Context: an optimization exercise on an open-source flow, tuned for small area and a short achievable clock period. The choices shown serve that exercise and are no tape-out recipe. RTL that was checked went through simulation tests only; none was proved equivalent to the original. Only the layout flow was run in run 2; the RTL was not checked for function there.

## flow/flow/run.sh

```bash
#!/bin/bash
# Standard layout, with the port buffers made from the smallest plain buffer and
# no dummy loads in the clock tree.
set -euo pipefail
bash standard.sh "BUFFER_PORTS_ARGS=-buffer_cell sky130_fd_sc_hd__buf_1" \
  "CTS_ARGS=-sink_clustering_enable -repair_clock_nets -dont_use_dummy_load -sink_clustering_size 40 -buf_list sky130_fd_sc_hd__clkbuf_8" \
  finish > standard_flow.log 2>&1
```

## flow/standard.sh

```bash
#!/bin/bash
# synth_recipe.tcl (not shown) runs the flow's synth.tcl, then flattens the netlist and writes it again
# the make line also repeats each setting of config.mk as NAME=value (left out here)
make -C /OpenROAD-flow-scripts/flow DESIGN_CONFIG=/design/flow/config.mk WORK_HOME=/design/flow/orfs CLKGATE_MAP_FILE= SYNTH_SCRIPT=/design/flow/synth_recipe.tcl "${@:-finish}"
```

## flow/config.mk

```make
export PLATFORM = sky130hd
export DESIGN_NAME = montgomery_top
export DESIGN_NICKNAME = montgomery_top
export VERILOG_FILES = /design/flow/design.v
export SDC_FILE = /design/flow/constraint.sdc
export NUM_CORES = 4
export LEC_CHECK = 0
export ABC_CLOCK_PERIOD_IN_PS = 3500
export CAP_MARGIN = 20
export CORE_MARGIN = 2
export CORE_UTILIZATION = 65
export CTS_BUF_LIST = sky130_fd_sc_hd__clkbuf_8
export CTS_CLUSTER_SIZE = 40
export SETUP_SLACK_MARGIN = 4.4
export SLEW_MARGIN = 20
export SYNTH_HIERARCHICAL = 1
```

## flow/constraint.sdc

```tcl
create_clock -name core_clock -period 8.0 [get_ports {clk}]
set_input_delay 1.6000 -clock core_clock [delete_from_list [all_inputs] [get_ports {clk}]]
set_output_delay 1.6000 -clock core_clock [all_outputs]
set_load 0.01 [all_outputs]
```

## flow/design.v

```verilog
module mm_fa (input a, input b, input c, output s, output co);
assign s  = a ^ b ^ c;
assign co = (a & b) | (c & (a ^ b));
endmodule
module mm_ha (input a, input b, output s, output co);
assign s  = a ^ b;
assign co = a & b;
endmodule
module montgomery_multiply (
    input           clk,
    input   [11:0]  a0,
    input   [11:0]  b0,
    output  [11:0]  r
);
reg [22:0] px1;
reg [20:0] py1;
reg [23:0] p2r;
reg [12:0] qhn3;
reg [12:0] pl3;
reg [12:0] r4;
wire w1;
wire w2;
wire w3;
wire w4;
wire w5;
wire w6;
wire w7;
wire w8;
wire w9;
wire w10;
wire w11;
wire w12;
wire w13;
wire w14;
wire w15;
wire w16;
wire w17;
wire w18;
wire w19;
wire w20;
wire w21;
wire w22;
wire w23;
wire w24;
wire w25;
wire w26;
wire w27;
wire w28;
wire w29;
wire w30;
wire w31;
wire w32;
wire w33;
wire w34;
wire w35;
wire w36;
wire w37;
wire w38;
wire w39;
wire w40;
wire w41;
wire w42;
wire w43;
wire w44;
wire w45;
wire w46;
wire w47;
wire w48;
wire w49;
wire w50;
wire w51;
wire w52;
wire w53;
wire w54;
wire w55;
wire w56;
wire w57;
wire w58;
wire w59;
wire w60;
wire w61;
wire w62;
wire w63;
wire w64;
wire w65;
wire w66;
wire w67;
wire w68;
wire w69;
wire w70;
wire w71;
wire w72;
wire w73;
wire w74;
wire w75;
wire w76;
wire w77;
wire w78;
wire w79;
wire w80;
wire w81;
wire w82;
wire w83;
wire w84;
wire w85;
wire w86;
wire w87;
wire w88;
wire w89;
wire w90;
wire w91;
wire w92;
wire w93;
wire w94;
wire w95;
wire w96;
wire w97;
wire w98;
wire w99;
wire w100;
wire w101;
wire w102;
wire w103;
wire w104;
wire w105;
wire w106;
wire w107;
wire w108;
wire w109;
wire w110;
wire w111;
wire w112;
wire w113;
wire w114;
wire w115;
wire w116;
wire w117;
wire w118;
wire w119;
wire w120;
wire w121;
wire w122;
wire w123;
wire w124;
wire w125;
wire w126;
wire w127;
wire w128;
wire w129;
wire w130;
wire w131;
wire w132;
wire w133;
wire w134;
wire w135;
wire w136;
wire w137;
wire w138;
wire w139;
wire w140;
wire w141;
wire w142;
wire w143;
wire w144;
wire w145;
wire w146;
wire w147;
wire w148;
wire w149;
wire w150;
wire w151;
wire w152;
wire w153;
wire w154;
wire w155;
wire w156;
wire w157;
wire w158;
wire w159;
wire w160;
wire w161;
wire w162;
wire w163;
wire w164;
wire w165;
wire w166;
wire w167;
wire w168;
wire w169;
wire w170;
wire w171;
wire w172;
wire w173;
wire w174;
wire w175;
wire w176;
wire w177;
wire w178;
wire w179;
wire w180;
wire w181;
wire w182;
wire w183;
wire w184;
wire w185;
wire w186;
wire w187;
wire w188;
wire w189;
wire w190;
wire w191;
wire w192;
wire w193;
wire w194;
wire w195;
wire w196;
wire w197;
wire w198;
wire w199;
wire w200;
wire w201;
wire w202;
wire w203;
wire w204;
wire w205;
wire w206;
wire w207;
wire w208;
wire w209;
wire w210;
wire w211;
wire w212;
wire w213;
wire w214;
wire w215;
wire w216;
wire w217;
wire w218;
wire w219;
wire w220;
wire w221;
wire w222;
wire w223;
wire w224;
wire w225;
wire w226;
wire w227;
wire w228;
wire w229;
wire w230;
wire w231;
wire w232;
wire w233;
wire w234;
wire w235;
wire w236;
wire w237;
wire w238;
wire w239;
wire w240;
wire w241;
wire w242;
wire w243;
wire w244;
wire w245;
wire w246;
wire w247;
wire w248;
wire w249;
wire w250;
wire w251;
wire w252;
wire w253;
wire w254;
wire w255;
wire w256;
wire w257;
wire w258;
wire w259;
wire w260;
wire w261;
wire w262;
wire w263;
wire w264;
wire w265;
wire w266;
wire w267;
wire w268;
wire w269;
wire w270;
wire w271;
wire w272;
wire w273;
wire w274;
wire w275;
wire w276;
wire w277;
wire w278;
wire w279;
wire w280;
wire w281;
wire w282;
wire w283;
wire w284;
wire w285;
wire w286;
wire w287;
wire w288;
wire w289;
wire w290;
wire w291;
wire w292;
wire w293;
wire w294;
wire w295;
wire w296;
wire w297;
wire w298;
wire w299;
wire w300;
wire w301;
wire w302;
wire w303;
wire w304;
wire w305;
wire w306;
wire w307;
wire w308;
wire w309;
wire w310;
wire w311;
wire w312;
wire w313;
wire w314;
wire w315;
wire w316;
wire w317;
wire w318;
wire w319;
wire w320;
wire w321;
wire w322;
wire w323;
wire w324;
wire w325;
wire w326;
wire w327;
wire w328;
wire w329;
wire w330;
wire w331;
wire w332;
wire w333;
wire w334;
wire w335;
wire w336;
wire w337;
wire w338;
wire w339;
wire w340;
wire w341;
wire w342;
wire w343;
wire w344;
wire w345;
wire w346;
wire w347;
wire w348;
wire w349;
wire w350;
wire w351;
wire w352;
wire w353;
wire w354;
wire w355;
wire w356;
wire w357;
wire w358;
wire w359;
wire w360;
wire w361;
wire w362;
wire w363;
wire w364;
wire w365;
wire w366;
wire w367;
wire w368;
wire w369;
wire w370;
wire w371;
wire w372;
wire w373;
wire w374;
wire w375;
wire w376;
wire w377;
wire w378;
wire w379;
wire w380;
wire w381;
wire w382;
wire w383;
wire w384;
wire w385;
wire w386;
wire w387;
wire w388;
wire w389;
wire w390;
wire w391;
wire w392;
wire w393;
wire w394;
wire w395;
wire w396;
wire w397;
wire w398;
wire w399;
wire w400;
wire w401;
wire w402;
wire w403;
wire w404;
wire w405;
wire w406;
wire w407;
wire w408;
wire w409;
wire w410;
wire w411;
wire w412;
wire w413;
wire w414;
wire w415;
wire w416;
wire w417;
wire w418;
wire w419;
wire w420;
wire w421;
wire w422;
wire w423;
wire w424;
wire w425;
wire w426;
wire w427;
wire w428;
wire w429;
wire w430;
wire w431;
wire w432;
wire w433;
wire w434;
wire w435;
wire w436;
wire w437;
wire w438;
wire w439;
wire w440;
wire w441;
wire w442;
wire w443;
wire w444;
wire w445;
wire w446;
wire w447;
wire w448;
wire w449;
wire w450;
wire w451;
wire w452;
wire w453;
wire w454;
wire w455;
wire w456;
wire w457;
wire w458;
wire w459;
wire w460;
wire w461;
wire w462;
wire w463;
wire w464;
wire w465;
wire w466;
wire w467;
wire w468;
wire w469;
wire w470;
wire w471;
wire w472;
wire w473;
wire w474;
wire w475;
wire w476;
wire w477;
wire w478;
wire w479;
wire w480;
wire w481;
wire w482;
wire w483;
wire w484;
wire w485;
wire w486;
wire w487;
wire w488;
wire w489;
wire w490;
wire w491;
wire w492;
wire w493;
wire w494;
wire w495;
wire w496;
wire w497;
wire w498;
wire w499;
wire w500;
wire w501;
wire w502;
wire w503;
wire w504;
wire w505;
wire w506;
wire w507;
wire w508;
wire w509;
wire w510;
wire w511;
wire w512;
wire w513;
wire w514;
wire w515;
wire w516;
wire w517;
wire w518;
wire w519;
wire w520;
wire w521;
wire w522;
wire w523;
wire w524;
wire w525;
wire w526;
wire w527;
wire w528;
wire w529;
wire w530;
wire w531;
wire w532;
wire w533;
wire w534;
wire w535;
wire w536;
wire w537;
wire w538;
wire w539;
wire w540;
wire w541;
wire w542;
wire w543;
wire w544;
wire w545;
wire w546;
wire w547;
wire w548;
wire w549;
wire w550;
wire w551;
wire w552;
wire w553;
wire w554;
wire w555;
wire w556;
wire w557;
wire w558;
wire w559;
wire w560;
wire w561;
wire w562;
wire w563;
wire w564;
wire w565;
wire w566;
wire w567;
wire w568;
wire w569;
wire w570;
wire w571;
wire w572;
wire w573;
wire w574;
wire w575;
wire w576;
wire w577;
wire w578;
wire w579;
wire w580;
wire w581;
wire w582;
wire w583;
wire w584;
wire w585;
wire w586;
wire w587;
wire w588;
wire w589;
wire w590;
wire w591;
wire w592;
wire w593;
wire w594;
wire w595;
wire w596;
wire w597;
wire w598;
wire w599;
wire w600;
wire w601;
wire w602;
wire w603;
wire w604;
wire w605;
wire w606;
wire w607;
wire w608;
wire w609;
wire w610;
wire w611;
wire w612;
wire w613;
wire w614;
wire w615;
wire w616;
wire w617;
wire w618;
wire w619;
wire w620;
wire w621;
wire w622;
wire w623;
wire w624;
wire w625;
wire w626;
wire w627;
wire w628;
wire w629;
wire w630;
wire w631;
wire w632;
wire w633;
wire w634;
wire w635;
wire w636;
wire w637;
wire w638;
wire w639;
wire w640;
wire w641;
wire w642;
wire w643;
wire w644;
wire w645;
wire w646;
wire w647;
wire w648;
wire w649;
wire w650;
wire w651;
wire w652;
wire w653;
wire w654;
wire w655;
wire w656;
wire w657;
wire w658;
wire w659;
wire w660;
wire w661;
wire w662;
wire w663;
wire w664;
wire w665;
wire w666;
wire w667;
wire w668;
wire w669;
wire w670;
wire w671;
wire w672;
wire w673;
wire w674;
wire w675;
wire w676;
wire w677;
wire w678;
wire w679;
wire w680;
wire w681;
wire w682;
wire w683;
wire w684;
wire w685;
wire w686;
wire w687;
wire w688;
wire w689;
wire w690;
wire w691;
wire w692;
wire w693;
wire w694;
wire w695;
wire w696;
wire w697;
wire w698;
wire w699;
wire w700;
wire w701;
wire w702;
wire w703;
wire w704;
wire w705;
wire w706;
wire w707;
wire w708;
wire w709;
wire w710;
wire w711;
wire w712;
wire w713;
wire w714;
wire w715;
wire w716;
wire w717;
wire w718;
wire w719;
wire w720;
wire w721;
wire w722;
wire w723;
wire w724;
wire w725;
wire w726;
wire w727;
wire w728;
wire w729;
wire w730;
wire w731;
wire w732;
wire w733;
wire w734;
wire w735;
wire w736;
wire w737;
wire w738;
wire w739;
wire w740;
wire w741;
wire w742;
wire w743;
wire w744;
wire w745;
wire w746;
wire w747;
wire w748;
wire w749;
wire w750;
wire w751;
wire w752;
wire w753;
wire w754;
wire w755;
wire w756;
wire w757;
wire w758;
wire w759;
wire w760;
wire w761;
wire w762;
wire w763;
wire w764;
wire w765;
wire w766;
wire w767;
wire w768;
wire w769;
wire w770;
wire w771;
wire w772;
wire w773;
wire w774;
wire w775;
wire w776;
wire w777;
wire w778;
wire w779;
wire w780;
wire w781;
wire w782;
wire w783;
wire w784;
wire w785;
wire w786;
wire w787;
wire w788;
wire w789;
wire w790;
wire w791;
wire w792;
wire w793;
wire w794;
wire w795;
wire w796;
wire w797;
wire w798;
wire w799;
wire w800;
wire w801;
wire w802;
wire w803;
wire w804;
wire w805;
wire w806;
wire w807;
wire w808;
wire w809;
wire w810;
wire w811;
wire w812;
wire w813;
wire w814;
wire w815;
wire w816;
wire w817;
wire w818;
wire w819;
wire w820;
wire w821;
wire w822;
wire w823;
wire w824;
wire w825;
wire w826;
wire w827;
wire w828;
assign w1 = ~(a0[0] & b0[0]);
assign w2 = ~(a0[0] & b0[1]);
assign w3 = ~(a0[0] & b0[2]);
assign w4 = ~(a0[0] & b0[3]);
assign w5 = ~(a0[0] & b0[4]);
assign w6 = ~(a0[0] & b0[5]);
assign w7 = ~(a0[0] & b0[6]);
assign w8 = ~(a0[0] & b0[7]);
assign w9 = ~(a0[0] & b0[8]);
assign w10 = ~(a0[0] & b0[9]);
assign w11 = ~(a0[0] & b0[10]);
assign w12 = ~(a0[0] & b0[11]);
assign w13 = ~(a0[1] & b0[0]);
assign w14 = ~(a0[1] & b0[1]);
assign w15 = ~(a0[1] & b0[2]);
assign w16 = ~(a0[1] & b0[3]);
assign w17 = ~(a0[1] & b0[4]);
assign w18 = ~(a0[1] & b0[5]);
assign w19 = ~(a0[1] & b0[6]);
assign w20 = ~(a0[1] & b0[7]);
assign w21 = ~(a0[1] & b0[8]);
assign w22 = ~(a0[1] & b0[9]);
assign w23 = ~(a0[1] & b0[10]);
assign w24 = ~(a0[1] & b0[11]);
assign w25 = ~(a0[2] & b0[0]);
assign w26 = ~(a0[2] & b0[1]);
assign w27 = ~(a0[2] & b0[2]);
assign w28 = ~(a0[2] & b0[3]);
assign w29 = ~(a0[2] & b0[4]);
assign w30 = ~(a0[2] & b0[5]);
assign w31 = ~(a0[2] & b0[6]);
assign w32 = ~(a0[2] & b0[7]);
assign w33 = ~(a0[2] & b0[8]);
assign w34 = ~(a0[2] & b0[9]);
assign w35 = ~(a0[2] & b0[10]);
assign w36 = ~(a0[2] & b0[11]);
assign w37 = ~(a0[3] & b0[0]);
assign w38 = ~(a0[3] & b0[1]);
assign w39 = ~(a0[3] & b0[2]);
assign w40 = ~(a0[3] & b0[3]);
assign w41 = ~(a0[3] & b0[4]);
assign w42 = ~(a0[3] & b0[5]);
assign w43 = ~(a0[3] & b0[6]);
assign w44 = ~(a0[3] & b0[7]);
assign w45 = ~(a0[3] & b0[8]);
assign w46 = ~(a0[3] & b0[9]);
assign w47 = ~(a0[3] & b0[10]);
assign w48 = ~(a0[3] & b0[11]);
assign w49 = ~(a0[4] & b0[0]);
assign w50 = ~(a0[4] & b0[1]);
assign w51 = ~(a0[4] & b0[2]);
assign w52 = ~(a0[4] & b0[3]);
assign w53 = ~(a0[4] & b0[4]);
assign w54 = ~(a0[4] & b0[5]);
assign w55 = ~(a0[4] & b0[6]);
assign w56 = ~(a0[4] & b0[7]);
assign w57 = ~(a0[4] & b0[8]);
assign w58 = ~(a0[4] & b0[9]);
assign w59 = ~(a0[4] & b0[10]);
assign w60 = ~(a0[4] & b0[11]);
assign w61 = ~(a0[5] & b0[0]);
assign w62 = ~(a0[5] & b0[1]);
assign w63 = ~(a0[5] & b0[2]);
assign w64 = ~(a0[5] & b0[3]);
assign w65 = ~(a0[5] & b0[4]);
assign w66 = ~(a0[5] & b0[5]);
assign w67 = ~(a0[5] & b0[6]);
assign w68 = ~(a0[5] & b0[7]);
assign w69 = ~(a0[5] & b0[8]);
assign w70 = ~(a0[5] & b0[9]);
assign w71 = ~(a0[5] & b0[10]);
assign w72 = ~(a0[5] & b0[11]);
assign w73 = ~(a0[6] & b0[0]);
assign w74 = ~(a0[6] & b0[1]);
assign w75 = ~(a0[6] & b0[2]);
assign w76 = ~(a0[6] & b0[3]);
assign w77 = ~(a0[6] & b0[4]);
assign w78 = ~(a0[6] & b0[5]);
assign w79 = ~(a0[6] & b0[6]);
assign w80 = ~(a0[6] & b0[7]);
assign w81 = ~(a0[6] & b0[8]);
assign w82 = ~(a0[6] & b0[9]);
assign w83 = ~(a0[6] & b0[10]);
assign w84 = ~(a0[6] & b0[11]);
assign w85 = ~(a0[7] & b0[0]);
assign w86 = ~(a0[7] & b0[1]);
assign w87 = ~(a0[7] & b0[2]);
assign w88 = ~(a0[7] & b0[3]);
assign w89 = ~(a0[7] & b0[4]);
assign w90 = ~(a0[7] & b0[5]);
assign w91 = ~(a0[7] & b0[6]);
assign w92 = ~(a0[7] & b0[7]);
assign w93 = ~(a0[7] & b0[8]);
assign w94 = ~(a0[7] & b0[9]);
assign w95 = ~(a0[7] & b0[10]);
assign w96 = ~(a0[7] & b0[11]);
assign w97 = ~(a0[8] & b0[0]);
assign w98 = ~(a0[8] & b0[1]);
assign w99 = ~(a0[8] & b0[2]);
assign w100 = ~(a0[8] & b0[3]);
assign w101 = ~(a0[8] & b0[4]);
assign w102 = ~(a0[8] & b0[5]);
assign w103 = ~(a0[8] & b0[6]);
assign w104 = ~(a0[8] & b0[7]);
assign w105 = ~(a0[8] & b0[8]);
assign w106 = ~(a0[8] & b0[9]);
assign w107 = ~(a0[8] & b0[10]);
assign w108 = ~(a0[8] & b0[11]);
assign w109 = ~(a0[9] & b0[0]);
assign w110 = ~(a0[9] & b0[1]);
assign w111 = ~(a0[9] & b0[2]);
assign w112 = ~(a0[9] & b0[3]);
assign w113 = ~(a0[9] & b0[4]);
assign w114 = ~(a0[9] & b0[5]);
assign w115 = ~(a0[9] & b0[6]);
assign w116 = ~(a0[9] & b0[7]);
assign w117 = ~(a0[9] & b0[8]);
assign w118 = ~(a0[9] & b0[9]);
assign w119 = ~(a0[9] & b0[10]);
assign w120 = ~(a0[9] & b0[11]);
assign w121 = ~(a0[10] & b0[0]);
assign w122 = ~(a0[10] & b0[1]);
assign w123 = ~(a0[10] & b0[2]);
assign w124 = ~(a0[10] & b0[3]);
assign w125 = ~(a0[10] & b0[4]);
assign w126 = ~(a0[10] & b0[5]);
assign w127 = ~(a0[10] & b0[6]);
assign w128 = ~(a0[10] & b0[7]);
assign w129 = ~(a0[10] & b0[8]);
assign w130 = ~(a0[10] & b0[9]);
assign w131 = ~(a0[10] & b0[10]);
assign w132 = ~(a0[10] & b0[11]);
assign w133 = ~(a0[11] & b0[0]);
assign w134 = ~(a0[11] & b0[1]);
assign w135 = ~(a0[11] & b0[2]);
assign w136 = ~(a0[11] & b0[3]);
assign w137 = ~(a0[11] & b0[4]);
assign w138 = ~(a0[11] & b0[5]);
assign w139 = ~(a0[11] & b0[6]);
assign w140 = ~(a0[11] & b0[7]);
assign w141 = ~(a0[11] & b0[8]);
assign w142 = ~(a0[11] & b0[9]);
assign w143 = ~(a0[11] & b0[10]);
assign w144 = ~(a0[11] & b0[11]);
mm_fa u_w145 (.a(w10), .b(w21), .c(w32), .s(w145), .co(w146));
mm_fa u_w147 (.a(w11), .b(w22), .c(w33), .s(w147), .co(w148));
mm_fa u_w149 (.a(w44), .b(w55), .c(w66), .s(w149), .co(w150));
mm_fa u_w151 (.a(w12), .b(w23), .c(w34), .s(w151), .co(w152));
mm_fa u_w153 (.a(w45), .b(w56), .c(w67), .s(w153), .co(w154));
mm_fa u_w155 (.a(w78), .b(w89), .c(w100), .s(w155), .co(w156));
mm_fa u_w157 (.a(w24), .b(w35), .c(w46), .s(w157), .co(w158));
mm_fa u_w159 (.a(w57), .b(w68), .c(w79), .s(w159), .co(w160));
mm_fa u_w161 (.a(w90), .b(w101), .c(w112), .s(w161), .co(w162));
mm_fa u_w163 (.a(w36), .b(w47), .c(w58), .s(w163), .co(w164));
mm_fa u_w165 (.a(w69), .b(w80), .c(w91), .s(w165), .co(w166));
mm_fa u_w167 (.a(w48), .b(w59), .c(w70), .s(w167), .co(w168));
mm_fa u_w169 (.a(w7), .b(w18), .c(w29), .s(w169), .co(w170));
mm_fa u_w171 (.a(w8), .b(w19), .c(w30), .s(w171), .co(w172));
mm_fa u_w173 (.a(w41), .b(w52), .c(w63), .s(w173), .co(w174));
mm_fa u_w175 (.a(w9), .b(w20), .c(w31), .s(w175), .co(w176));
mm_fa u_w177 (.a(w42), .b(w53), .c(w64), .s(w177), .co(w178));
mm_fa u_w179 (.a(w75), .b(w86), .c(w97), .s(w179), .co(w180));
mm_fa u_w181 (.a(w43), .b(w54), .c(w65), .s(w181), .co(w182));
mm_fa u_w183 (.a(w76), .b(w87), .c(w98), .s(w183), .co(w184));
mm_fa u_w185 (.a(w109), .b(w145), .c(1'b1), .s(w185), .co(w186));
mm_fa u_w187 (.a(w77), .b(w88), .c(w99), .s(w187), .co(w188));
mm_fa u_w189 (.a(w110), .b(w121), .c(w146), .s(w189), .co(w190));
mm_fa u_w191 (.a(w147), .b(w149), .c(1'b1), .s(w191), .co(w192));
mm_fa u_w193 (.a(w111), .b(w122), .c(w133), .s(w193), .co(w194));
mm_fa u_w195 (.a(w148), .b(w150), .c(w151), .s(w195), .co(w196));
mm_fa u_w197 (.a(w153), .b(w155), .c(1'b1), .s(w197), .co(w198));
mm_fa u_w199 (.a(w123), .b(w134), .c(w152), .s(w199), .co(w200));
mm_fa u_w201 (.a(w154), .b(w156), .c(w157), .s(w201), .co(w202));
mm_fa u_w203 (.a(w159), .b(w161), .c(1'b1), .s(w203), .co(w204));
mm_fa u_w205 (.a(w102), .b(w113), .c(w124), .s(w205), .co(w206));
mm_fa u_w207 (.a(w135), .b(w158), .c(w160), .s(w207), .co(w208));
mm_fa u_w209 (.a(w162), .b(w163), .c(w165), .s(w209), .co(w210));
mm_fa u_w211 (.a(w81), .b(w92), .c(w103), .s(w211), .co(w212));
mm_fa u_w213 (.a(w114), .b(w125), .c(w136), .s(w213), .co(w214));
mm_fa u_w215 (.a(w164), .b(w166), .c(w167), .s(w215), .co(w216));
mm_fa u_w217 (.a(w60), .b(w71), .c(w82), .s(w217), .co(w218));
mm_fa u_w219 (.a(w93), .b(w104), .c(w115), .s(w219), .co(w220));
mm_fa u_w221 (.a(w126), .b(w137), .c(w168), .s(w221), .co(w222));
mm_fa u_w223 (.a(w72), .b(w83), .c(w94), .s(w223), .co(w224));
mm_fa u_w225 (.a(w105), .b(w116), .c(w127), .s(w225), .co(w226));
mm_fa u_w227 (.a(w84), .b(w95), .c(w106), .s(w227), .co(w228));
mm_fa u_w229 (.a(w5), .b(w16), .c(w27), .s(w229), .co(w230));
mm_fa u_w231 (.a(w6), .b(w17), .c(w28), .s(w231), .co(w232));
mm_fa u_w233 (.a(w39), .b(w50), .c(w61), .s(w233), .co(w234));
mm_fa u_w235 (.a(w40), .b(w51), .c(w62), .s(w235), .co(w236));
mm_fa u_w237 (.a(w73), .b(w169), .c(1'b1), .s(w237), .co(w238));
mm_fa u_w239 (.a(w74), .b(w85), .c(w170), .s(w239), .co(w240));
mm_fa u_w241 (.a(w171), .b(w173), .c(1'b1), .s(w241), .co(w242));
mm_fa u_w243 (.a(w172), .b(w174), .c(w175), .s(w243), .co(w244));
mm_fa u_w245 (.a(w177), .b(w179), .c(1'b1), .s(w245), .co(w246));
mm_fa u_w247 (.a(w176), .b(w178), .c(w180), .s(w247), .co(w248));
mm_fa u_w249 (.a(w181), .b(w183), .c(w185), .s(w249), .co(w250));
mm_fa u_w251 (.a(w182), .b(w184), .c(w186), .s(w251), .co(w252));
mm_fa u_w253 (.a(w187), .b(w189), .c(w191), .s(w253), .co(w254));
mm_fa u_w255 (.a(w188), .b(w190), .c(w192), .s(w255), .co(w256));
mm_fa u_w257 (.a(w193), .b(w195), .c(w197), .s(w257), .co(w258));
mm_fa u_w259 (.a(w194), .b(w196), .c(w198), .s(w259), .co(w260));
mm_fa u_w261 (.a(w199), .b(w201), .c(w203), .s(w261), .co(w262));
mm_fa u_w263 (.a(w200), .b(w202), .c(w204), .s(w263), .co(w264));
mm_fa u_w265 (.a(w205), .b(w207), .c(w209), .s(w265), .co(w266));
mm_fa u_w267 (.a(w206), .b(w208), .c(w210), .s(w267), .co(w268));
mm_fa u_w269 (.a(w211), .b(w213), .c(w215), .s(w269), .co(w270));
mm_fa u_w271 (.a(w212), .b(w214), .c(w216), .s(w271), .co(w272));
mm_fa u_w273 (.a(w217), .b(w219), .c(w221), .s(w273), .co(w274));
mm_fa u_w275 (.a(w138), .b(w218), .c(w220), .s(w275), .co(w276));
mm_fa u_w277 (.a(w222), .b(w223), .c(w225), .s(w277), .co(w278));
mm_fa u_w279 (.a(w117), .b(w128), .c(w139), .s(w279), .co(w280));
mm_fa u_w281 (.a(w224), .b(w226), .c(w227), .s(w281), .co(w282));
mm_fa u_w283 (.a(w96), .b(w107), .c(w118), .s(w283), .co(w284));
mm_fa u_w285 (.a(w129), .b(w140), .c(w228), .s(w285), .co(w286));
mm_fa u_w287 (.a(w108), .b(w119), .c(w130), .s(w287), .co(w288));
mm_fa u_w289 (.a(w4), .b(w15), .c(w26), .s(w289), .co(w290));
mm_fa u_w291 (.a(w38), .b(w49), .c(w229), .s(w291), .co(w292));
mm_fa u_w293 (.a(w230), .b(w231), .c(w233), .s(w293), .co(w294));
mm_fa u_w295 (.a(w232), .b(w234), .c(w235), .s(w295), .co(w296));
mm_fa u_w297 (.a(w236), .b(w238), .c(w239), .s(w297), .co(w298));
mm_fa u_w299 (.a(w240), .b(w242), .c(w243), .s(w299), .co(w300));
mm_fa u_w301 (.a(w244), .b(w246), .c(w247), .s(w301), .co(w302));
mm_fa u_w303 (.a(w248), .b(w250), .c(w251), .s(w303), .co(w304));
mm_fa u_w305 (.a(w252), .b(w254), .c(w255), .s(w305), .co(w306));
mm_fa u_w307 (.a(w256), .b(w258), .c(w259), .s(w307), .co(w308));
mm_fa u_w309 (.a(w260), .b(w262), .c(w263), .s(w309), .co(w310));
mm_fa u_w311 (.a(w264), .b(w266), .c(w267), .s(w311), .co(w312));
mm_fa u_w313 (.a(w268), .b(w270), .c(w271), .s(w313), .co(w314));
mm_fa u_w315 (.a(w272), .b(w274), .c(w275), .s(w315), .co(w316));
mm_fa u_w317 (.a(w276), .b(w278), .c(w279), .s(w317), .co(w318));
mm_fa u_w319 (.a(w280), .b(w282), .c(w283), .s(w319), .co(w320));
mm_fa u_w321 (.a(w141), .b(w284), .c(w286), .s(w321), .co(w322));
mm_fa u_w323 (.a(w120), .b(w131), .c(w142), .s(w323), .co(w324));
mm_fa u_w325 (.a(w3), .b(w14), .c(w25), .s(w325), .co(w326));
mm_fa u_w327 (.a(w37), .b(w289), .c(1'b1), .s(w327), .co(w328));
mm_fa u_w329 (.a(w290), .b(w291), .c(1'b1), .s(w329), .co(w330));
mm_fa u_w331 (.a(w292), .b(w293), .c(1'b1), .s(w331), .co(w332));
mm_fa u_w333 (.a(w237), .b(w294), .c(w295), .s(w333), .co(w334));
mm_fa u_w335 (.a(w241), .b(w296), .c(w297), .s(w335), .co(w336));
mm_fa u_w337 (.a(w245), .b(w298), .c(w299), .s(w337), .co(w338));
mm_fa u_w339 (.a(w249), .b(w300), .c(w301), .s(w339), .co(w340));
mm_fa u_w341 (.a(w253), .b(w302), .c(w303), .s(w341), .co(w342));
mm_fa u_w343 (.a(w257), .b(w304), .c(w305), .s(w343), .co(w344));
mm_fa u_w345 (.a(w261), .b(w306), .c(w307), .s(w345), .co(w346));
mm_fa u_w347 (.a(w265), .b(w308), .c(w309), .s(w347), .co(w348));
mm_fa u_w349 (.a(w269), .b(w310), .c(w311), .s(w349), .co(w350));
mm_fa u_w351 (.a(w273), .b(w312), .c(w313), .s(w351), .co(w352));
mm_fa u_w353 (.a(w277), .b(w314), .c(w315), .s(w353), .co(w354));
mm_fa u_w355 (.a(w281), .b(w316), .c(w317), .s(w355), .co(w356));
mm_fa u_w357 (.a(w285), .b(w318), .c(w319), .s(w357), .co(w358));
mm_fa u_w359 (.a(w287), .b(w320), .c(w321), .s(w359), .co(w360));
mm_fa u_w361 (.a(w288), .b(w322), .c(w323), .s(w361), .co(w362));
mm_fa u_w363 (.a(w132), .b(w143), .c(w324), .s(w363), .co(w364));
assign w365 = px1[0] & 1'b1;
assign w366 = px1[0] ^ 1'b1;
assign w367 = px1[1] & py1[0];
assign w368 = px1[1] ^ py1[0];
assign w369 = px1[2] & 1'b1;
assign w370 = px1[2] ^ 1'b1;
assign w371 = px1[3] & py1[1];
assign w372 = px1[3] ^ py1[1];
assign w373 = px1[4] & py1[2];
assign w374 = px1[4] ^ py1[2];
assign w375 = px1[5] & py1[3];
assign w376 = px1[5] ^ py1[3];
assign w377 = px1[6] & py1[4];
assign w378 = px1[6] ^ py1[4];
assign w379 = px1[7] & py1[5];
assign w380 = px1[7] ^ py1[5];
assign w381 = px1[8] & py1[6];
assign w382 = px1[8] ^ py1[6];
assign w383 = px1[9] & py1[7];
assign w384 = px1[9] ^ py1[7];
assign w385 = px1[10] & py1[8];
assign w386 = px1[10] ^ py1[8];
assign w387 = px1[11] & py1[9];
assign w388 = px1[11] ^ py1[9];
assign w389 = px1[12] & py1[10];
assign w390 = px1[12] ^ py1[10];
assign w391 = px1[13] & py1[11];
assign w392 = px1[13] ^ py1[11];
assign w393 = px1[14] & py1[12];
assign w394 = px1[14] ^ py1[12];
assign w395 = px1[15] & py1[13];
assign w396 = px1[15] ^ py1[13];
assign w397 = px1[16] & py1[14];
assign w398 = px1[16] ^ py1[14];
assign w399 = px1[17] & py1[15];
assign w400 = px1[17] ^ py1[15];
assign w401 = px1[18] & py1[16];
assign w402 = px1[18] ^ py1[16];
assign w403 = px1[19] & py1[17];
assign w404 = px1[19] ^ py1[17];
assign w405 = px1[20] & py1[18];
assign w406 = px1[20] ^ py1[18];
assign w407 = px1[21] & py1[19];
assign w408 = px1[21] ^ py1[19];
assign w409 = px1[22] & py1[20];
assign w410 = px1[22] ^ py1[20];
assign w411 = 1'b1 & 1'b1;
assign w412 = 1'b1 ^ 1'b1;
assign w413 = w365 | (w366 & 1'b1);
assign w414 = w367 | (w368 & w413);
assign w415 = w368 & w366;
assign w416 = w371 | (w372 & w369);
assign w417 = w372 & w370;
assign w418 = w375 | (w376 & w373);
assign w419 = w376 & w374;
assign w420 = w379 | (w380 & w377);
assign w421 = w380 & w378;
assign w422 = w383 | (w384 & w381);
assign w423 = w384 & w382;
assign w424 = w387 | (w388 & w385);
assign w425 = w388 & w386;
assign w426 = w391 | (w392 & w389);
assign w427 = w392 & w390;
assign w428 = w395 | (w396 & w393);
assign w429 = w396 & w394;
assign w430 = w399 | (w400 & w397);
assign w431 = w400 & w398;
assign w432 = w403 | (w404 & w401);
assign w433 = w404 & w402;
assign w434 = w407 | (w408 & w405);
assign w435 = w408 & w406;
assign w436 = w411 | (w412 & w409);
assign w437 = w412 & w410;
assign w438 = w369 | (w370 & w414);
assign w439 = w370 & w415;
assign w440 = w416 | (w417 & w414);
assign w441 = w417 & w415;
assign w442 = w377 | (w378 & w418);
assign w443 = w378 & w419;
assign w444 = w420 | (w421 & w418);
assign w445 = w421 & w419;
assign w446 = w385 | (w386 & w422);
assign w447 = w386 & w423;
assign w448 = w424 | (w425 & w422);
assign w449 = w425 & w423;
assign w450 = w393 | (w394 & w426);
assign w451 = w394 & w427;
assign w452 = w428 | (w429 & w426);
assign w453 = w429 & w427;
assign w454 = w401 | (w402 & w430);
assign w455 = w402 & w431;
assign w456 = w432 | (w433 & w430);
assign w457 = w433 & w431;
assign w458 = w409 | (w410 & w434);
assign w459 = w410 & w435;
assign w460 = w436 | (w437 & w434);
assign w461 = w437 & w435;
assign w462 = w373 | (w374 & w440);
assign w463 = w374 & w441;
assign w464 = w418 | (w419 & w440);
assign w465 = w419 & w441;
assign w466 = w442 | (w443 & w440);
assign w467 = w443 & w441;
assign w468 = w444 | (w445 & w440);
assign w469 = w445 & w441;
assign w470 = w389 | (w390 & w448);
assign w471 = w390 & w449;
assign w472 = w426 | (w427 & w448);
assign w473 = w427 & w449;
assign w474 = w450 | (w451 & w448);
assign w475 = w451 & w449;
assign w476 = w452 | (w453 & w448);
assign w477 = w453 & w449;
assign w478 = w405 | (w406 & w456);
assign w479 = w406 & w457;
assign w480 = w434 | (w435 & w456);
assign w481 = w435 & w457;
assign w482 = w458 | (w459 & w456);
assign w483 = w459 & w457;
assign w484 = w460 | (w461 & w456);
assign w485 = w461 & w457;
assign w486 = w381 | (w382 & w468);
assign w487 = w382 & w469;
assign w488 = w422 | (w423 & w468);
assign w489 = w423 & w469;
assign w490 = w446 | (w447 & w468);
assign w491 = w447 & w469;
assign w492 = w448 | (w449 & w468);
assign w493 = w449 & w469;
assign w494 = w470 | (w471 & w468);
assign w495 = w471 & w469;
assign w496 = w472 | (w473 & w468);
assign w497 = w473 & w469;
assign w498 = w474 | (w475 & w468);
assign w499 = w475 & w469;
assign w500 = w476 | (w477 & w468);
assign w501 = w477 & w469;
assign w502 = w397 | (w398 & w500);
assign w503 = w398 & w501;
assign w504 = w430 | (w431 & w500);
assign w505 = w431 & w501;
assign w506 = w454 | (w455 & w500);
assign w507 = w455 & w501;
assign w508 = w456 | (w457 & w500);
assign w509 = w457 & w501;
assign w510 = w478 | (w479 & w500);
assign w511 = w479 & w501;
assign w512 = w480 | (w481 & w500);
assign w513 = w481 & w501;
assign w514 = w482 | (w483 & w500);
assign w515 = w483 & w501;
assign w516 = w484 | (w485 & w500);
assign w517 = w485 & w501;
assign w518 = w366 ^ 1'b1;
assign w519 = w368 ^ w413;
assign w520 = w370 ^ w414;
assign w521 = w372 ^ w438;
assign w522 = w374 ^ w440;
assign w523 = w376 ^ w462;
assign w524 = w378 ^ w464;
assign w525 = w380 ^ w466;
assign w526 = w382 ^ w468;
assign w527 = w384 ^ w486;
assign w528 = w386 ^ w488;
assign w529 = w388 ^ w490;
assign w530 = w390 ^ w492;
assign w531 = w392 ^ w494;
assign w532 = w394 ^ w496;
assign w533 = w396 ^ w498;
assign w534 = w398 ^ w500;
assign w535 = w400 ^ w502;
assign w536 = w402 ^ w504;
assign w537 = w404 ^ w506;
assign w538 = w406 ^ w508;
assign w539 = w408 ^ w510;
assign w540 = w410 ^ w512;
assign w541 = w412 ^ w514;
mm_ha u_w542 (.a(p2r[12]), .b(p2r[14]), .s(w542), .co(w543));
mm_ha u_w544 (.a(p2r[13]), .b(p2r[15]), .s(w544), .co(w545));
mm_ha u_w546 (.a(p2r[14]), .b(p2r[16]), .s(w546), .co(w547));
mm_ha u_w548 (.a(p2r[15]), .b(p2r[17]), .s(w548), .co(w549));
mm_ha u_w550 (.a(p2r[10]), .b(p2r[12]), .s(w550), .co(w551));
mm_fa u_w552 (.a(p2r[13]), .b(~p2r[17]), .c(~p2r[19]), .s(w552), .co(w553));
mm_fa u_w554 (.a(~p2r[18]), .b(~p2r[20]), .c(p2r[11]), .s(w554), .co(w555));
mm_fa u_w556 (.a(~p2r[19]), .b(~p2r[21]), .c(w543), .s(w556), .co(w557));
mm_fa u_w558 (.a(~p2r[20]), .b(~p2r[22]), .c(w545), .s(w558), .co(w559));
mm_fa u_w560 (.a(~p2r[21]), .b(~p2r[23]), .c(w547), .s(w560), .co(w561));
mm_fa u_w562 (.a(p2r[18]), .b(~p2r[22]), .c(~p2r[16]), .s(w562), .co(w563));
mm_fa u_w564 (.a(p2r[19]), .b(~p2r[23]), .c(p2r[16]), .s(w564), .co(w565));
mm_ha u_w566 (.a(p2r[18]), .b(p2r[20]), .s(w566), .co(w567));
mm_ha u_w568 (.a(p2r[11]), .b(~p2r[15]), .s(w568), .co(w569));
mm_fa u_w570 (.a(~p2r[16]), .b(~p2r[18]), .c(w550), .s(w570), .co(w571));
mm_fa u_w572 (.a(~p2r[11]), .b(w551), .c(w552), .s(w572), .co(w573));
mm_fa u_w574 (.a(w542), .b(w553), .c(w554), .s(w574), .co(w575));
mm_fa u_w576 (.a(w544), .b(w555), .c(w556), .s(w576), .co(w577));
mm_fa u_w578 (.a(w546), .b(w557), .c(w558), .s(w578), .co(w579));
mm_fa u_w580 (.a(w548), .b(w559), .c(w560), .s(w580), .co(w581));
mm_fa u_w582 (.a(w549), .b(w561), .c(w562), .s(w582), .co(w583));
mm_fa u_w584 (.a(~p2r[17]), .b(w563), .c(w564), .s(w584), .co(w585));
mm_fa u_w586 (.a(p2r[17]), .b(w565), .c(w566), .s(w586), .co(w587));
mm_fa u_w588 (.a(p2r[21]), .b(~p2r[19]), .c(w567), .s(w588), .co(w589));
mm_fa u_w590 (.a(p2r[22]), .b(p2r[19]), .c(~p2r[20]), .s(w590), .co(w591));
mm_fa u_w592 (.a(p2r[23]), .b(p2r[20]), .c(~p2r[21]), .s(w592), .co(w593));
mm_ha u_w594 (.a(p2r[21]), .b(~p2r[22]), .s(w594), .co(w595));
mm_ha u_w596 (.a(p2r[22]), .b(~p2r[23]), .s(w596), .co(w597));
assign w598 = ~p2r[17] & w568;
assign w599 = ~p2r[17] ^ w568;
assign w600 = w569 & w570;
assign w601 = w569 ^ w570;
assign w602 = w571 & w572;
assign w603 = w571 ^ w572;
assign w604 = w573 & w574;
assign w605 = w573 ^ w574;
assign w606 = w575 & w576;
assign w607 = w575 ^ w576;
assign w608 = w577 & w578;
assign w609 = w577 ^ w578;
assign w610 = w579 & w580;
assign w611 = w579 ^ w580;
assign w612 = w581 & w582;
assign w613 = w581 ^ w582;
assign w614 = w583 & w584;
assign w615 = w583 ^ w584;
assign w616 = w585 & w586;
assign w617 = w585 ^ w586;
assign w618 = w587 & w588;
assign w619 = w587 ^ w588;
assign w620 = w589 & w590;
assign w621 = w589 ^ w590;
assign w622 = w591 & w592;
assign w623 = w591 ^ w592;
assign w624 = w593 & w594;
assign w625 = w593 ^ w594;
assign w626 = w595 & w596;
assign w627 = w595 ^ w596;
assign w628 = ~p2r[23] & w597;
assign w629 = ~p2r[23] ^ w597;
assign w630 = w600 | (w601 & w598);
assign w631 = w601 & w599;
assign w632 = w604 | (w605 & w602);
assign w633 = w605 & w603;
assign w634 = w608 | (w609 & w606);
assign w635 = w609 & w607;
assign w636 = w612 | (w613 & w610);
assign w637 = w613 & w611;
assign w638 = w616 | (w617 & w614);
assign w639 = w617 & w615;
assign w640 = w620 | (w621 & w618);
assign w641 = w621 & w619;
assign w642 = w624 | (w625 & w622);
assign w643 = w625 & w623;
assign w644 = w628 | (w629 & w626);
assign w645 = w629 & w627;
assign w646 = w602 | (w603 & w630);
assign w647 = w603 & w631;
assign w648 = w632 | (w633 & w630);
assign w649 = w633 & w631;
assign w650 = w610 | (w611 & w634);
assign w651 = w611 & w635;
assign w652 = w636 | (w637 & w634);
assign w653 = w637 & w635;
assign w654 = w618 | (w619 & w638);
assign w655 = w619 & w639;
assign w656 = w640 | (w641 & w638);
assign w657 = w641 & w639;
assign w658 = w626 | (w627 & w642);
assign w659 = w627 & w643;
assign w660 = w644 | (w645 & w642);
assign w661 = w645 & w643;
assign w662 = w606 | (w607 & w648);
assign w663 = w607 & w649;
assign w664 = w634 | (w635 & w648);
assign w665 = w635 & w649;
assign w666 = w650 | (w651 & w648);
assign w667 = w651 & w649;
assign w668 = w652 | (w653 & w648);
assign w669 = w653 & w649;
assign w670 = w622 | (w623 & w656);
assign w671 = w623 & w657;
assign w672 = w642 | (w643 & w656);
assign w673 = w643 & w657;
assign w674 = w658 | (w659 & w656);
assign w675 = w659 & w657;
assign w676 = w660 | (w661 & w656);
assign w677 = w661 & w657;
assign w678 = w614 | (w615 & w668);
assign w679 = w615 & w669;
assign w680 = w638 | (w639 & w668);
assign w681 = w639 & w669;
assign w682 = w654 | (w655 & w668);
assign w683 = w655 & w669;
assign w684 = w656 | (w657 & w668);
assign w685 = w657 & w669;
assign w686 = w670 | (w671 & w668);
assign w687 = w671 & w669;
assign w688 = w672 | (w673 & w668);
assign w689 = w673 & w669;
assign w690 = w674 | (w675 & w668);
assign w691 = w675 & w669;
assign w692 = w676 | (w677 & w668);
assign w693 = w677 & w669;
assign w694 = w601 ^ w598;
assign w695 = w603 ^ w630;
assign w696 = w605 ^ w646;
assign w697 = w607 ^ w648;
assign w698 = w609 ^ w662;
assign w699 = w611 ^ w664;
assign w700 = w613 ^ w666;
assign w701 = w615 ^ w668;
assign w702 = w617 ^ w678;
assign w703 = w619 ^ w680;
assign w704 = w621 ^ w682;
assign w705 = w623 ^ w684;
assign w706 = w625 ^ w686;
assign w707 = w627 ^ w688;
assign w708 = w629 ^ w690;
mm_fa u_w709 (.a(qhn3[11]), .b(qhn3[3]), .c(qhn3[1]), .s(w709), .co(w710));
mm_fa u_w711 (.a(pl3[12]), .b(qhn3[12]), .c(qhn3[4]), .s(w711), .co(w712));
mm_ha u_w713 (.a(qhn3[2]), .b(qhn3[1]), .s(w713), .co(w714));
mm_ha u_w715 (.a(pl3[9]), .b(qhn3[9]), .s(w715), .co(w716));
mm_fa u_w717 (.a(qhn3[10]), .b(qhn3[2]), .c(qhn3[0]), .s(w717), .co(w718));
mm_fa u_w719 (.a(qhn3[0]), .b(pl3[10]), .c(~pl3[11]), .s(w719), .co(w720));
mm_fa u_w721 (.a(pl3[11]), .b(w710), .c(w711), .s(w721), .co(w722));
mm_ha u_w723 (.a(pl3[1]), .b(qhn3[1]), .s(w723), .co(w724));
mm_ha u_w725 (.a(pl3[2]), .b(qhn3[2]), .s(w725), .co(w726));
mm_ha u_w727 (.a(pl3[3]), .b(qhn3[3]), .s(w727), .co(w728));
mm_ha u_w729 (.a(pl3[4]), .b(qhn3[4]), .s(w729), .co(w730));
mm_ha u_w731 (.a(pl3[5]), .b(qhn3[5]), .s(w731), .co(w732));
mm_ha u_w733 (.a(pl3[6]), .b(qhn3[6]), .s(w733), .co(w734));
mm_ha u_w735 (.a(pl3[7]), .b(qhn3[7]), .s(w735), .co(w736));
mm_fa u_w737 (.a(qhn3[8]), .b(qhn3[0]), .c(~pl3[8]), .s(w737), .co(w738));
mm_fa u_w739 (.a(qhn3[1]), .b(pl3[8]), .c(w715), .s(w739), .co(w740));
mm_fa u_w741 (.a(~pl3[10]), .b(w716), .c(w717), .s(w741), .co(w742));
mm_fa u_w743 (.a(w709), .b(w718), .c(w719), .s(w743), .co(w744));
mm_fa u_w745 (.a(w713), .b(w720), .c(w721), .s(w745), .co(w746));
assign w747 = qhn3[0] & ~pl3[0];
assign w748 = qhn3[0] ^ ~pl3[0];
assign w749 = pl3[0] & w723;
assign w750 = pl3[0] ^ w723;
assign w751 = w724 & w725;
assign w752 = w724 ^ w725;
assign w753 = w726 & w727;
assign w754 = w726 ^ w727;
assign w755 = w728 & w729;
assign w756 = w728 ^ w729;
assign w757 = w730 & w731;
assign w758 = w730 ^ w731;
assign w759 = w732 & w733;
assign w760 = w732 ^ w733;
assign w761 = w734 & w735;
assign w762 = w734 ^ w735;
assign w763 = w736 & w737;
assign w764 = w736 ^ w737;
assign w765 = w738 & w739;
assign w766 = w738 ^ w739;
assign w767 = w740 & w741;
assign w768 = w740 ^ w741;
assign w769 = w742 & w743;
assign w770 = w742 ^ w743;
assign w771 = w744 & w745;
assign w772 = w744 ^ w745;
assign w773 = w749 | (w750 & w747);
assign w774 = w750 & w748;
assign w775 = w753 | (w754 & w751);
assign w776 = w754 & w752;
assign w777 = w757 | (w758 & w755);
assign w778 = w758 & w756;
assign w779 = w761 | (w762 & w759);
assign w780 = w762 & w760;
assign w781 = w765 | (w766 & w763);
assign w782 = w766 & w764;
assign w783 = w769 | (w770 & w767);
assign w784 = w770 & w768;
assign w785 = w751 | (w752 & w773);
assign w786 = w752 & w774;
assign w787 = w775 | (w776 & w773);
assign w788 = w776 & w774;
assign w789 = w759 | (w760 & w777);
assign w790 = w760 & w778;
assign w791 = w779 | (w780 & w777);
assign w792 = w780 & w778;
assign w793 = w767 | (w768 & w781);
assign w794 = w768 & w782;
assign w795 = w783 | (w784 & w781);
assign w796 = w784 & w782;
assign w797 = w755 | (w756 & w787);
assign w798 = w756 & w788;
assign w799 = w777 | (w778 & w787);
assign w800 = w778 & w788;
assign w801 = w789 | (w790 & w787);
assign w802 = w790 & w788;
assign w803 = w791 | (w792 & w787);
assign w804 = w792 & w788;
assign w805 = w771 | (w772 & w795);
assign w806 = w772 & w796;
assign w807 = w763 | (w764 & w803);
assign w808 = w764 & w804;
assign w809 = w781 | (w782 & w803);
assign w810 = w782 & w804;
assign w811 = w793 | (w794 & w803);
assign w812 = w794 & w804;
assign w813 = w795 | (w796 & w803);
assign w814 = w796 & w804;
assign w815 = w805 | (w806 & w803);
assign w816 = w806 & w804;
assign w817 = w750 ^ w747;
assign w818 = w752 ^ w773;
assign w819 = w754 ^ w785;
assign w820 = w756 ^ w787;
assign w821 = w758 ^ w797;
assign w822 = w760 ^ w799;
assign w823 = w762 ^ w801;
assign w824 = w764 ^ w803;
assign w825 = w766 ^ w807;
assign w826 = w768 ^ w809;
assign w827 = w770 ^ w811;
assign w828 = w772 ^ w813;
always @(posedge clk) begin
    px1[0] <= w1;
    px1[1] <= w2;
    px1[2] <= w325;
    px1[3] <= w326;
    px1[4] <= w328;
    px1[5] <= w330;
    px1[6] <= w332;
    px1[7] <= w334;
    px1[8] <= w336;
    px1[9] <= w338;
    px1[10] <= w340;
    px1[11] <= w342;
    px1[12] <= w344;
    px1[13] <= w346;
    px1[14] <= w348;
    px1[15] <= w350;
    px1[16] <= w352;
    px1[17] <= w354;
    px1[18] <= w356;
    px1[19] <= w358;
    px1[20] <= w360;
    px1[21] <= w362;
    px1[22] <= w144;
    py1[0] <= w13;
    py1[1] <= w327;
    py1[2] <= w329;
    py1[3] <= w331;
    py1[4] <= w333;
    py1[5] <= w335;
    py1[6] <= w337;
    py1[7] <= w339;
    py1[8] <= w341;
    py1[9] <= w343;
    py1[10] <= w345;
    py1[11] <= w347;
    py1[12] <= w349;
    py1[13] <= w351;
    py1[14] <= w353;
    py1[15] <= w355;
    py1[16] <= w357;
    py1[17] <= w359;
    py1[18] <= w361;
    py1[19] <= w363;
    py1[20] <= w364;
    p2r[0] <= ~w518;
    p2r[1] <= ~w519;
    p2r[2] <= ~w520;
    p2r[3] <= ~w521;
    p2r[4] <= ~w522;
    p2r[5] <= ~w523;
    p2r[6] <= ~w524;
    p2r[7] <= ~w525;
    p2r[8] <= ~w526;
    p2r[9] <= ~w527;
    p2r[10] <= ~w528;
    p2r[11] <= ~w529;
    p2r[12] <= ~w530;
    p2r[13] <= ~w531;
    p2r[14] <= ~w532;
    p2r[15] <= ~w533;
    p2r[16] <= ~w534;
    p2r[17] <= ~w535;
    p2r[18] <= ~w536;
    p2r[19] <= ~w537;
    p2r[20] <= ~w538;
    p2r[21] <= ~w539;
    p2r[22] <= ~w540;
    p2r[23] <= ~w541;
    qhn3[0] <= ~w696;
    qhn3[1] <= ~w697;
    qhn3[2] <= ~w698;
    qhn3[3] <= ~w699;
    qhn3[4] <= ~w700;
    qhn3[5] <= ~w701;
    qhn3[6] <= ~w702;
    qhn3[7] <= ~w703;
    qhn3[8] <= ~w704;
    qhn3[9] <= ~w705;
    qhn3[10] <= ~w706;
    qhn3[11] <= ~w707;
    qhn3[12] <= ~w708;
    pl3[0] <= p2r[0];
    pl3[1] <= p2r[1];
    pl3[2] <= p2r[2];
    pl3[3] <= p2r[3];
    pl3[4] <= p2r[4];
    pl3[5] <= p2r[5];
    pl3[6] <= p2r[6];
    pl3[7] <= p2r[7];
    pl3[8] <= p2r[8];
    pl3[9] <= p2r[9];
    pl3[10] <= p2r[10];
    pl3[11] <= p2r[11];
    pl3[12] <= p2r[12];
    r4[0] <= w748;
    r4[1] <= w817;
    r4[2] <= w818;
    r4[3] <= w819;
    r4[4] <= w820;
    r4[5] <= w821;
    r4[6] <= w822;
    r4[7] <= w823;
    r4[8] <= w824;
    r4[9] <= w825;
    r4[10] <= w826;
    r4[11] <= w827;
    r4[12] <= w828;
end
assign r = r4[12] ? r4[11:0] + 12'd3329 : r4[11:0];
endmodule
module montgomery_top (
    input           clk     ,
    input           rst_n   ,
    input           en      ,
    input   [11:0]  a       ,
    input   [11:0]  b       ,
    output          busy    ,
    output          done    ,
    output  [11:0]  r
);
reg [4:0] vld;
always @(posedge clk) begin
    if (!rst_n) vld <= 5'd0;
    else        vld <= {vld[3:0], en};
end
assign done = vld[4];
assign busy = en | done;
reg [11:0] a0, b0;
always @(posedge clk) begin
    a0 <= a;
    b0 <= b;
end
montgomery_multiply u_mm (.clk(clk), .a0(a0), .b0(b0), .r(r));
endmodule
```

==> impl_metrics.yaml, run 1 <==
run_status:
  status: "no timing/DRC/antenna violations"
drt:
  routed_wirelength_mm: 15.56
  average_wire_length_per_cell_after_detail_routing_microns: 16.39
  drtPass1Iterations: 4
  vias: 5164
  routed_via_density: 5.442
  antenna_violating_nets_post_route: 0
  drtIter0Drc: 218
  drc_errors: 0
grt:
  grt_antenna_before_repair: 0
  most_used_routing_layer_in_global_routing: "met2"
  grt_pass1_wl_mm: 26.79
  vias_in_the_first_global_route: 5841
  global_route.usage.met1: 0.2808
  grt.met3_usage: 0.06467
  gr-usage-all-layers: 0.2457
  grt_max_degree: 17
  grt_util_met2: 0.4393
  overflow: 0
clock_tree:
  numClockSinks: 136
  worst_skew_pair.late_latency_ns: 0.44
  cts.hold.buffers_added: 0
  cts_made_buffers: 17
  clock_transition_at_the_registers_of_the_reported_paths_ns: 0.07
  tritoncts: "done"
  cts_max_level: 4
  clk_root_buffer_cell: "sky130_fd_sc_hd__clkbuf_8"
  max-clock-path-buffers: 2
sta:
  fin_worst_skew_ns: 0.01881
  rsz0062_at_grt: "yes"
  finalSetupViolCount: 0
  slew_viol_final: 0
  relSlewSlack: 0.6275
  post-route-period-util: 0.4497
  worst_slew_pin_slew_ns: 0.5580
  achievable-frequency_mhz: 278.0
  total_neg_setup_slack_ns: 0
  layout_min_cycle_time_ns: 3.597
  hold_viol_final: 0
synthesis:
  yosys_warnings: 8
  synth.top_cell.area_share: 0.3475
  top_cell_types_by_occurrence_after_synthesis: "sky130_fd_sc_hd__nand2_1, sky130_fd_sc_hd__fa_1, sky130_fd_sc_hd__dfxtp_1, sky130_fd_sc_hd__ha_1, sky130_fd_sc_hd__inv_1"
  netlist.top_cell.by_area: "sky130_fd_sc_hd__fa_1"
  post_synth.cell_area_avg_sq_um: 11.60
  synthFlopType: "sky130_fd_sc_hd__dfxtp_1"
  synth_most_common_cell: "sky130_fd_sc_hd__nand2_1"
  synthDistinctLibCells: 49
  synth_edf_count: 0
  yosys-top-cells-area: "sky130_fd_sc_hd__fa_1, sky130_fd_sc_hd__dfxtp_1, sky130_fd_sc_hd__ha_1, sky130_fd_sc_hd__nand2_1, sky130_fd_sc_hd__xnor2_1"
  ys_seq_area_frac: 0.3193
  asyncSetResetFlopFracSynth: 0
  synth_instances: 735
  synth_area_sq_mm: 0.008527
  synth_seq_cells: 136
floorplan:
  floorplan.die_area_sq_mm: 0.01405
  design.portCount: 41
  fp.dieW_microns: 118.5
  num_rows: 41
  initial_utilization: 0.6702
  die_h_microns: 118.5
  core_area_sq_mm: 0.01272
worst_setup_path:
  critical_path_peak_fanout: 2
  critPathMaxStageDelay_ns: 0.20
  critical_path_required_ns: 6.40
  ff2ff_path_depth: 11
  critical_path_start_end_classification: "input port to output pin"
  startpoint_type: "input port"
  cp-end-kind: "output pin"
  worst-endpoint-arrival_ns: 2.00
  crit_path_top_delay_cell: "sky130_fd_sc_hd__or2_1"
  timing.critical_path.cells: "buf_1, or2_1, buf_1"
  cell_seen_most_often_among_critical_path_stages: "sky130_fd_sc_hd__buf_1"
layout:
  layout-drive-gt1-share: 0.05534
  layout.cell_area.non_filler_sq_mm: 0.009104
  stdcell_count: 949
  post-route-util: 0.7156
  layout-area-overhead-vs-synth_pct: 6.764
  insertedDiodeCount: 0
  final.fill_count: 954
  layout.nets: 1020
placed_design:
  postPlaceCellArea_sq_mm: 0.008832
  io_buffers: 40
  post-dp-hpwl_mm: 12.50
  placed_cells: 931
  gp_congestion: 0.9144
job:
  cap_violations: 0
worst_hold_path:
  holdPathStages: 0
  min_path_type: "flip-flop to flip-flop"
==> layout make-up <==
type	count	area, sq um	share of cell area
Sequential cell	136	2729	0.2998
Timing Repair Buffer	41	157.7	0.01732
Clock buffer	17	234.0	0.02570
Tap cell	172	215.2	0.02364
Multi-Input combinational cell	545	5625	0.6179
Inverter	38	142.6	0.01567
==> flip-flops by register name, summed over array words and instances (netlist names) <==
register	flops
u_mm.r4	13
u_mm.p2r	24
u_mm.pl3	13
u_mm.py1	21
vld	5
u_mm.qhn3	13
b0	12
a0	12
u_mm.px1	23
==> per-layer routing <==
layer  vias to the layer above  share of wire
li1                       2400              -
met1                      2596           0.40
met2                       156           0.53
met3                        12          0.059
met4                         0          0.011
met5                         -              0
==> layout by cell type, fill, tap and decap left out, drive strengths merged, types with 2 or more instances in the layout <==
cell type  count
a211oi         3
a21boi         2
a21o          11
a21oi         17
a31o           3
and2           6
and3           3
buf           41
clkbuf        17
conb          10
dfxtp        136
fa           148
ha            66
inv           38
nand2        160
nand2b         4
nand3          3
nand4          5
nor2          13
nor2b          8
nor3           3
o21a           4
o21ai          9
o21bai         2
or2            2
or3            2
xnor2         26
xor2          20
==> critical path, delay by kind of cell <==
kind / cells / cell delay [ns]
buf+inv: 2 / 0.20
simple gates: 1 / 0.20
==> cells by family after synthesis <==
| group | share of synthesized area |
|---|---|
| AND/OR/NAND/NOR | 0.1048 |
| other | 0.0004398 |
| adder cells (fa/ha/maj) | 0.4443 |
| multiplexers | 0.001321 |
| flip-flops | 0.3193 |
| XOR/XNOR | 0.04725 |
| buffers and inverters | 0.02773 |
| AO/OA/AOI/OAI | 0.05488 |
==> worst paths after layout <==
kind / end / slack [ns] / startpoint
max: busy / 4.40 / en
max reg2reg: u_mm.qhn3[12] / 4.52 / u_mm.p2r[20]
min: u_mm.pl3[4] / 0.33 / u_mm.p2r[4]
min reg2reg: u_mm.pl3[4] / 0.33 / u_mm.p2r[4]
==> per-module statistics from Yosys, one instance, submodules excluded <==
module / cell area (sq um) / cells / times used / flops+latches
montgomery_multiply: 4901 / 543 / 1 / 107
mm_ha: 12.51 / 1 / 18 / 0
mm_fa: 20.02 / 1 / 139 / 0
montgomery_top: 618.1 / 35 / 1 / 29
==> repair_timing <==
action / CTS / global route
gates resized for setup: 0 / 9
buffers inserted: 0 / 1
pin swaps: 0 / 3
setup endpoints to repair: 1 / 8
==> through the flow <==
step	hold slack, ns	setup WS (ns)
2_1_floorplan	0.3096	4.568
3_3_place_gp	0.3114	4.407
3_5_place_dp	0.3135	4.400
4_1_cts	0.3308	4.399
5_1_grt	0.3332	4.389
6_report	0.3287	4.403
==> run 2: changes to the inputs <==
--- a/flow/design.v
+++ b/flow/design.v
@@ -1627,5 +1627,5 @@
     r4[12] <= w828;
 end
-assign r = r4[12] ? r4[11:0] + 12'd3329 : r4[11:0];
+assign r = r4[11:0] + ({12{r4[12]}} & 12'd3329);
 endmodule
 module montgomery_top (
==> flow/flow/run.sh (replaced) <==
#!/bin/bash
# Standard layout, with the port buffers made from the smallest plain buffer and
# a clock tree of larger sink clusters without dummy loads.
set -euo pipefail
bash standard.sh "BUFFER_PORTS_ARGS=-buffer_cell sky130_fd_sc_hd__buf_1" \
  "CTS_ARGS=-sink_clustering_enable -repair_clock_nets -dont_use_dummy_load -sink_clustering_size 40 -sink_clustering_max_diameter 200 -buf_list sky130_fd_sc_hd__clkbuf_8" \
  finish > standard_flow.log 2>&1
==> run 2 against run 1 <==
Largest cell class unchanged. Die area down 0.52%. Sequential share of layout area down 0.18 points. Critical endpoint unchanged. Synthesized area down 0.54%.
==> impl_metrics.yaml, run 2 <==
run_status:
  status: "no timing/DRC/antenna violations"
drt:
  highest-signal-layer: "met4"
  routed_wirelength_mm: 15.81
  drtPass1Iterations: 5
  drtIter0Drc: 244
  met1_wl_mm: 6.238
  routed_via_density: 5.496
  drc_errors: 0
  wl_met2_mm: 8.330
  antenna_violating_nets_post_route: 0
  average_wire_length_per_cell_after_detail_routing_microns: 16.70
  dr_wl_met3_microns: 859
  vias: 5205
sta:
  slew_viol_final: 0
  post-route-period-util: 0.4497
  fin_worst_skew_ns: 0.02758
  relSlewSlack: 0.6153
  layout_min_cycle_time_ns: 3.597
  rsz0062_at_grt: "yes"
  achievable-frequency_mhz: 278.0
  worst_slew_pin_slew_ns: 0.5762
  total_neg_setup_slack_ns: 0
  hold_viol_final: 0
  finalSetupViolCount: 0
synthesis:
  netlist.top_cell.by_area: "sky130_fd_sc_hd__fa_1"
  synth.top_cell.area_share: 0.3494
  yosys-top-cells-area: "sky130_fd_sc_hd__fa_1, sky130_fd_sc_hd__dfxtp_1, sky130_fd_sc_hd__ha_1, sky130_fd_sc_hd__nand2_1, sky130_fd_sc_hd__xnor2_1"
  synth_edf_count: 0
  synthDistinctLibCells: 45
  synth-compound-area-share: 0.04692
  synth_seq_cells: 136
  synthAdderAreaFrac: 0.4512
  post_synth.cell_area_avg_sq_um: 11.60
  synth_instances: 731
  synth_simple_gate_area_frac: 0.1055
  top_cell_types_by_occurrence_after_synthesis: "sky130_fd_sc_hd__nand2_1, sky130_fd_sc_hd__fa_1, sky130_fd_sc_hd__dfxtp_1, sky130_fd_sc_hd__ha_1, sky130_fd_sc_hd__inv_1"
  synth.area.mux_share: 0
  synth_most_common_cell: "sky130_fd_sc_hd__nand2_1"
  asyncSetResetFlopFracSynth: 0
  post_synth_xor_area_fraction: 0.04751
  yosys_warnings: 8
  synthFlopType: "sky130_fd_sc_hd__dfxtp_1"
  synth_area_sq_mm: 0.008481
  synth_top_family_by_area: "adder cells"
  ys_seq_area_frac: 0.3210
worst_setup_path:
  r2r_setup_slack_ns: 4.55
  worst_r2r_endpoint: "u_mm.qhn3[12]"
  critical_path_start_end_classification: "input port to output pin"
  worst-endpoint-arrival_ns: 2.00
  critPathMaxStageDelay_ns: 0.19
  ff2ff_path_depth: 11
  critical_path_required_ns: 6.40
  crit_end: "busy"
  startpoint: "en"
  timing.critical_path.buf_inv: 2
  cp-end-kind: "output pin"
  cell_family_with_most_cp_delay: "buffers and inverters"
  timing.critical_path.cells: "buf_1, or2_1, clkbuf_2"
  critical_path_peak_fanout: 2
  critical_path_depth: 3
  regToRegStartpoint: "u_mm.p2r[19]"
  startpoint_type: "input port"
  crit_path_top_delay_cell: "sky130_fd_sc_hd__or2_1"
placed_design:
  postPlaceCellArea_sq_mm: 0.008790
  post-dp-hpwl_mm: 12.42
  gp_congestion: 0.8791
  io_buffers: 40
worst_hold_path:
  holdPathStages: 0
  min_path_type: "flip-flop to flip-flop"
layout:
  most_frequent_cells_in_the_layout: "sky130_fd_sc_hd__nand2_1, sky130_fd_sc_hd__fa_1, sky130_fd_sc_hd__dfxtp_1"
  layout-drive-gt1-share: 0.06968
  most_common_cell_after_layout_fill_and_taps_aside: "sky130_fd_sc_hd__nand2_1"
  layout-area-overhead-vs-synth_pct: 8.144
  layout.cell_area.non_filler_sq_mm: 0.009171
  post-route-util: 0.7238
  reg.largest.list: "u_mm.p2r x24, u_mm.px1 x23, u_mm.py1 x21"
  largest-register: "u_mm.p2r"
  insertedDiodeCount: 0
  largest_register_ff_count: 24
  layout.nets: 1021
grt:
  grt_max_degree: 17
  grt_antenna_before_repair: 0
  vias_in_the_first_global_route: 5758
  gr-usage-all-layers: 0.2487
  overflow: 0
  grt_pass1_wl_mm: 26.83
floorplan:
  die_h_microns: 118.2
  design.portCount: 41
  fp.dieW_microns: 118.2
  num_rows: 41
  initial_utilization: 0.6693
  floorplan.die_area_sq_mm: 0.01398
  core_area_sq_mm: 0.01267
clock_tree:
  cts_max_level: 4
  clock_transition_at_the_registers_of_the_reported_paths_ns: 0.07
  tritoncts: "done"
  clk_root_buffer_cell: "sky130_fd_sc_hd__clkbuf_8"
  cts_made_buffers: 17
  max-clock-path-buffers: 2
  worst_skew_pair.late_latency_ns: 0.44
  numClockSinks: 136
job:
  cap_violations: 0
run 2: per-module statistics from Yosys, one instance, submodules excluded:
module | times used | cell area (sq um)
mm_fa | 139 | 20.02
mm_ha | 18 | 12.51
montgomery_multiply | 1 | 4855
montgomery_top | 1 | 618.1
run 2: final cells by class:
class | count | area (sq um)
Clock buffer | 17 | 234.0
Fill cell | 953 | 3500
Inverter | 38 | 142.6
Multi-Input combinational cell | 542 | 5678
Sequential cell | 136 | 2733
Tap cell | 172 | 215.2
Timing Repair Buffer | 42 | 168.9
run 2: kinds of logic after synthesis:
family | after synthesis
adder cells (fa/ha/maj) | 217
flip-flops | 136
AO/OA/AOI/OAI | 55
other | 1
AND/OR/NAND/NOR | 214
XOR/XNOR | 46
buffers and inverters | 62
run 2: timing repair:
action	in CTS	in global routing
pin swaps	1	6
hold buffers	0	0
setup endpoints to repair	5	6
resized for setup	12	21
buffers inserted	0	2
run 2: how the worst min path moves through the flow:
| stage | slack (ns) | end | from |
|---|---|---|---|
| 2_1_floorplan | 0.31 | u_mm.pl3[0] | u_mm.p2r[0] |
| 3_3_place_gp | 0.31 | u_mm.pl3[0] | u_mm.p2r[0] |
| 3_5_place_dp | 0.31 | u_mm.pl3[5] | u_mm.p2r[5] |
| 4_1_cts | 0.32 | u_mm.pl3[3] | u_mm.p2r[3] |
| 5_1_grt | 0.32 | u_mm.pl3[3] | u_mm.p2r[3] |
| 6_report | 0.31 | u_mm.pl3[2] | u_mm.p2r[2] |
run 2: worst register-to-register path: cells and delay by family (launching register included):
family          cells  cell delay [ns]
compound gates      5             1.38
xor+xnor            1             0.16
fa+ha+maj           3             1.27
buf+inv             1             0.12
flops               1             0.37
simple gates        1             0.10
run 2: through the flow:
step	instances	setup slack [ns]	hold WS, ns
final	947	4.403	0.3149
after global placement	928	4.405	0.3113
after floorplan	740	4.568	0.3096
after global routing	947	4.362	0.3239
after detailed placement	928	4.402	0.3128
after CTS	945	4.391	0.3156
run 2: metal layers:
| layer | global-route usage | vias to the layer above |
|---|---|---|
| met5 | 0 | - |
| met4 | 0.1069 | 0 |
| met3 | 0.05695 | 39 |
| met2 | 0.4400 | 182 |
| met1 | 0.2894 | 2595 |
| li1 | - | 2389 |

port drivers added, routing unchanged:
No port has a modelled driver above. Below, the same layouts with a new extraction and two added sets of constraints.
Step 1, drivers: a clkbuf_16 drives clk and a buf_2 each remaining input, both assumed.
Step 2 adds t to the input delays and takes it off the output delays; t is the mean of the earliest and latest rising clock arrival at the registers after step 1. Input paths then give back, and output paths get back, about the clock's delay inside the block.
Slacks: no drivers / after step 1 / after step 2; pairs: no drivers / after step 1.
| run | t, ns | slack for setup (ns) | hold slack, ns | worst slew at a driven data input, ns |
|---|---|---|---|---|
| run 1 | 0.472 | 4.403 / 4.383 / 4.383 | 0.329 / 0.329 / 0.329 | 0.03 |
| run 2 | 0.464 | 4.403 / 4.382 / 4.382 | 0.315 / 0.315 / 0.315 | 0.04 |
After both steps every run listed still meets setup and hold. The setup slack of run 2, which loses most, moves by -0.021 ns with the drivers and by -0.021 ns with both steps.
